Source: an optimization exercise on an open RTL-to-GDS flow (aim: small area, a short achievable clock period and few clock cycles per item). Production flows keep margins and buffers that such runs may drop. Only simulation tests tie the RTL to the original design; equivalence was not proved.

== indigo ==
Design qoi_decompressor, start of the top module:
module qoi_decompressor (
    input  wire        rstn,
    input  wire        clk,
    output wire        i_tready,
    input  wire        i_tvalid,
    input  wire        i_tlast,
    input  wire [31:0] i_tdata,      
    input  wire        o_tready,
    output reg         o_tvalid,
    output reg         o_tlast,
    output reg  [ 7:0] o_R, o_G, o_B,
    output wire [31:0] o_width, o_height
);
localparam [2:0] H_MAGIC = 3'd0,
                 H_WIDTH = 3'd1,
                 H_HEIGHT= 3'd2,
                 H_2BYTE = 3'd3,
                 S_DATA  = 3'd4,
                 S_FLUSH = 3'd5;
reg  [ 2:0] state;
reg         finished;       
reg  [15:0] width, height;
assign o_width  = {16'd0, width};
assign o_height = {16'd0, height};
reg  [23:0] prev;           
reg  [ 5:0] hp;             
reg  [15:0] xr, yr;         
reg         done;           
reg         skid_v, skid_last;
reg         c1v;
  ...
Size: roughly 3900 cells after synthesis, ~1400 flip-flops.
==> flow/config.mk <==
export PLATFORM = sky130hd
export DESIGN_NAME = qoi_decompressor
export DESIGN_NICKNAME = qoi_decompressor
export VERILOG_FILES = /design/flow/design.v
export SDC_FILE = /design/flow/constraint.sdc
export NUM_CORES = 4
export LEC_CHECK = 0
export CAP_MARGIN = 20
export CORE_MARGIN = 2
export CORE_UTILIZATION = 65
export PLACE_DENSITY = 0.72
export SLEW_MARGIN = 20
==> flow/constraint.sdc <==
create_clock -name core_clock -period 10.0 [get_ports {clk}]
set_input_delay 2.0000 -clock core_clock [delete_from_list [all_inputs] [get_ports {clk}]]
set_output_delay 2.0000 -clock core_clock [all_outputs]
set_load 0.01 [all_outputs]
standard.sh (not shown) runs the stock make flow with config.mk's settings and CLKGATE_MAP_FILE= SYNTH_SCRIPT=/design/flow/synth_recipe.tcl, a recipe that flattens the netlist after the stock synthesis.
==> flow/flow/run.sh <==
#!/bin/bash
set -euo pipefail
bash standard.sh 'BUFFER_PORTS_ARGS=-buffer_cell sky130_fd_sc_hd__buf_4' \
    'CTS_ARGS=-sink_clustering_enable -repair_clock_nets -sink_clustering_size 24 -sink_clustering_max_diameter 100 -sink_buffer_max_cap_derate 0.05' \
    SETUP_SLACK_MARGIN=7.0 finish > flow_make.log 2>&1
Testbench counts of indigo, summed over its fixed seeds: cycles 49,382, pixels 48,510.
### indigo -> lagoon
Settings: an added TNS_END_PERCENT of 5.
==> flow/flow/run.sh <==
#!/bin/bash
set -euo pipefail
bash standard.sh 'BUFFER_PORTS_ARGS=-buffer_cell sky130_fd_sc_hd__buf_4' \
    'CTS_ARGS=-sink_clustering_enable -repair_clock_nets -sink_clustering_size 24 -sink_clustering_max_diameter 100 -sink_buffer_max_cap_derate 0.05 -dont_use_dummy_load' \
    SETUP_SLACK_MARGIN=6.8 finish > flow_make.log 2>&1
### Flow results
Comparing lagoon and indigo, the lower buffer share of cell area is on lagoon.
Compared lagoon vs indigo, and first-pass GRT wire length is down in lagoon.
Between lagoon and indigo, the difference in delay of the slowest cell on the worst path is negligible.
lagoon ends up with a final layout net count that is 63 lower than in indigo.
Re post-synthesis register bit count: no difference whatsoever between indigo and lagoon.
#### Input delta (harbor over lagoon)
Settings: a deleted TNS_END_PERCENT that had been 5.
==> flow/flow/run.sh <==
#!/bin/bash
set -euo pipefail
bash standard.sh 'BUFFER_PORTS_ARGS=-buffer_cell sky130_fd_sc_hd__buf_4' SETUP_SLACK_MARGIN=6.5 finish > flow_make.log 2>&1
Notes after the runs:
- lagoon and harbor ended up with roughly the same total wirelength of the detailed-routed design.
- NOTE: hold slack in harbor exceeds that of lagoon
- Number of buffers created by CTS in harbor is 74 above lagoon.
- Going from lagoon to harbor, first-pass GRT wire length grew by a few percent.
- harbor vs lagoon: final area up by a few percent
- NOTE largest net degree at the start of global routing lagoon->harbor increased by a few percent
- Cmp harbor vs lagoon: delay contributed by the slowest stage of the critical path higher in harbor
Input-level comparison between willow and harbor:
Settings: CORE_UTILIZATION changed from 65 to 70; PLACE_DENSITY changed from 0.72 to 0.76.
==> flow/flow/run.sh <==
#!/bin/bash
set -euo pipefail
bash standard.sh 'BUFFER_PORTS_ARGS=-buffer_cell sky130_fd_sc_hd__buf_4' \
    'CTS_ARGS=-sink_clustering_enable -repair_clock_nets -sink_clustering_size 24 -sink_clustering_max_diameter 100 -sink_buffer_max_cap_derate 0.05 -dont_use_dummy_load' \
    SETUP_SLACK_MARGIN=6.8 finish > flow_make.log 2>&1
Results
The final layout from willow, which completed every stage, passed the timing, DRC and antenna checks at the end of the flow.
Sort harbor and willow by share of the clock period used by the worst path asc -> top: harbor
willow — routed wire length 5.5% higher, harbor as reference
--- input diff willow..sierra ---
Settings: swapping 70 for 65 in CORE_UTILIZATION; swapping 0.76 for 0.72 in PLACE_DENSITY.
### Flow results
In sierra, first-pass GRT wire length is lower than in willow.
Between sierra and willow, clock latency on the worst-skew pair is lower for sierra, willow comes in above that.
NOTE: met3 layer usage reported by global route in sierra falls short of that of willow
Looking at final area across sierra and willow, the one that comes out lower is willow.
willow -> sierra: area used by sequential logic in the layout flat
Looking at count of non-CTS buffers in the layout, sierra sits below willow.
Input-level comparison between quartz and sierra:
==> flow/flow/run.sh <==
#!/bin/bash
set -euo pipefail
bash standard.sh 'BUFFER_PORTS_ARGS=-buffer_cell sky130_fd_sc_hd__buf_4' \
    'CTS_ARGS=-sink_clustering_enable -repair_clock_nets -sink_clustering_size 20 -sink_clustering_max_diameter 80 -sink_buffer_max_cap_derate 0.05 -dont_use_dummy_load' \
    SETUP_SLACK_MARGIN=6.8 finish > flow_make.log 2>&1
### Flow results
- Delta (quartz minus sierra): count of cells resized by post-cts repair -8.4%, instance area after placement ~0 delta.
- Taking sierra as the reference, in quartz worst hold slack level, wire length per cell shows a reduction of 0.20 um.
- The footprint of the flip-flops and latches was comparable across quartz and sierra.

static timing again, ports no longer ideal:
The flow's constraints put no driver on any port. The routed layouts listed below were extracted and timed again, unchanged, in two steps. Step 1, drivers: a clkbuf_16 drives clk and a buf_2 each remaining input, both assumed. Step 2, shift: input delay + t, output delay - t, t = (earliest + latest rising clock arrival at the registers) / 2. This alone moves slack from input paths to output paths. Slacks: ideal ports / drivers / drivers and shift; pairs: ideal ports / drivers.
run | t, ns | setup slack, ns | worst setup path after step 2
indigo | 0.877 | 6.511 / 6.444 / 6.184 | input to register
lagoon | 0.852 | 6.540 / 6.474 / 6.077 | input to register
harbor | 0.823 | 6.442 / 6.442 / 5.947 | input to register
willow | 1.109 | 6.380 / 6.304 / 5.971 | input to register
sierra | 0.830 | 6.616 / 6.548 / 6.048 | input to register
quartz | 0.869 | 6.561 / 6.491 / 5.944 | input to register
After both steps setup and hold are still met in every run listed. The setup slack of quartz, which loses most, moves by -0.070 ns with the drivers and by -0.617 ns with both steps.
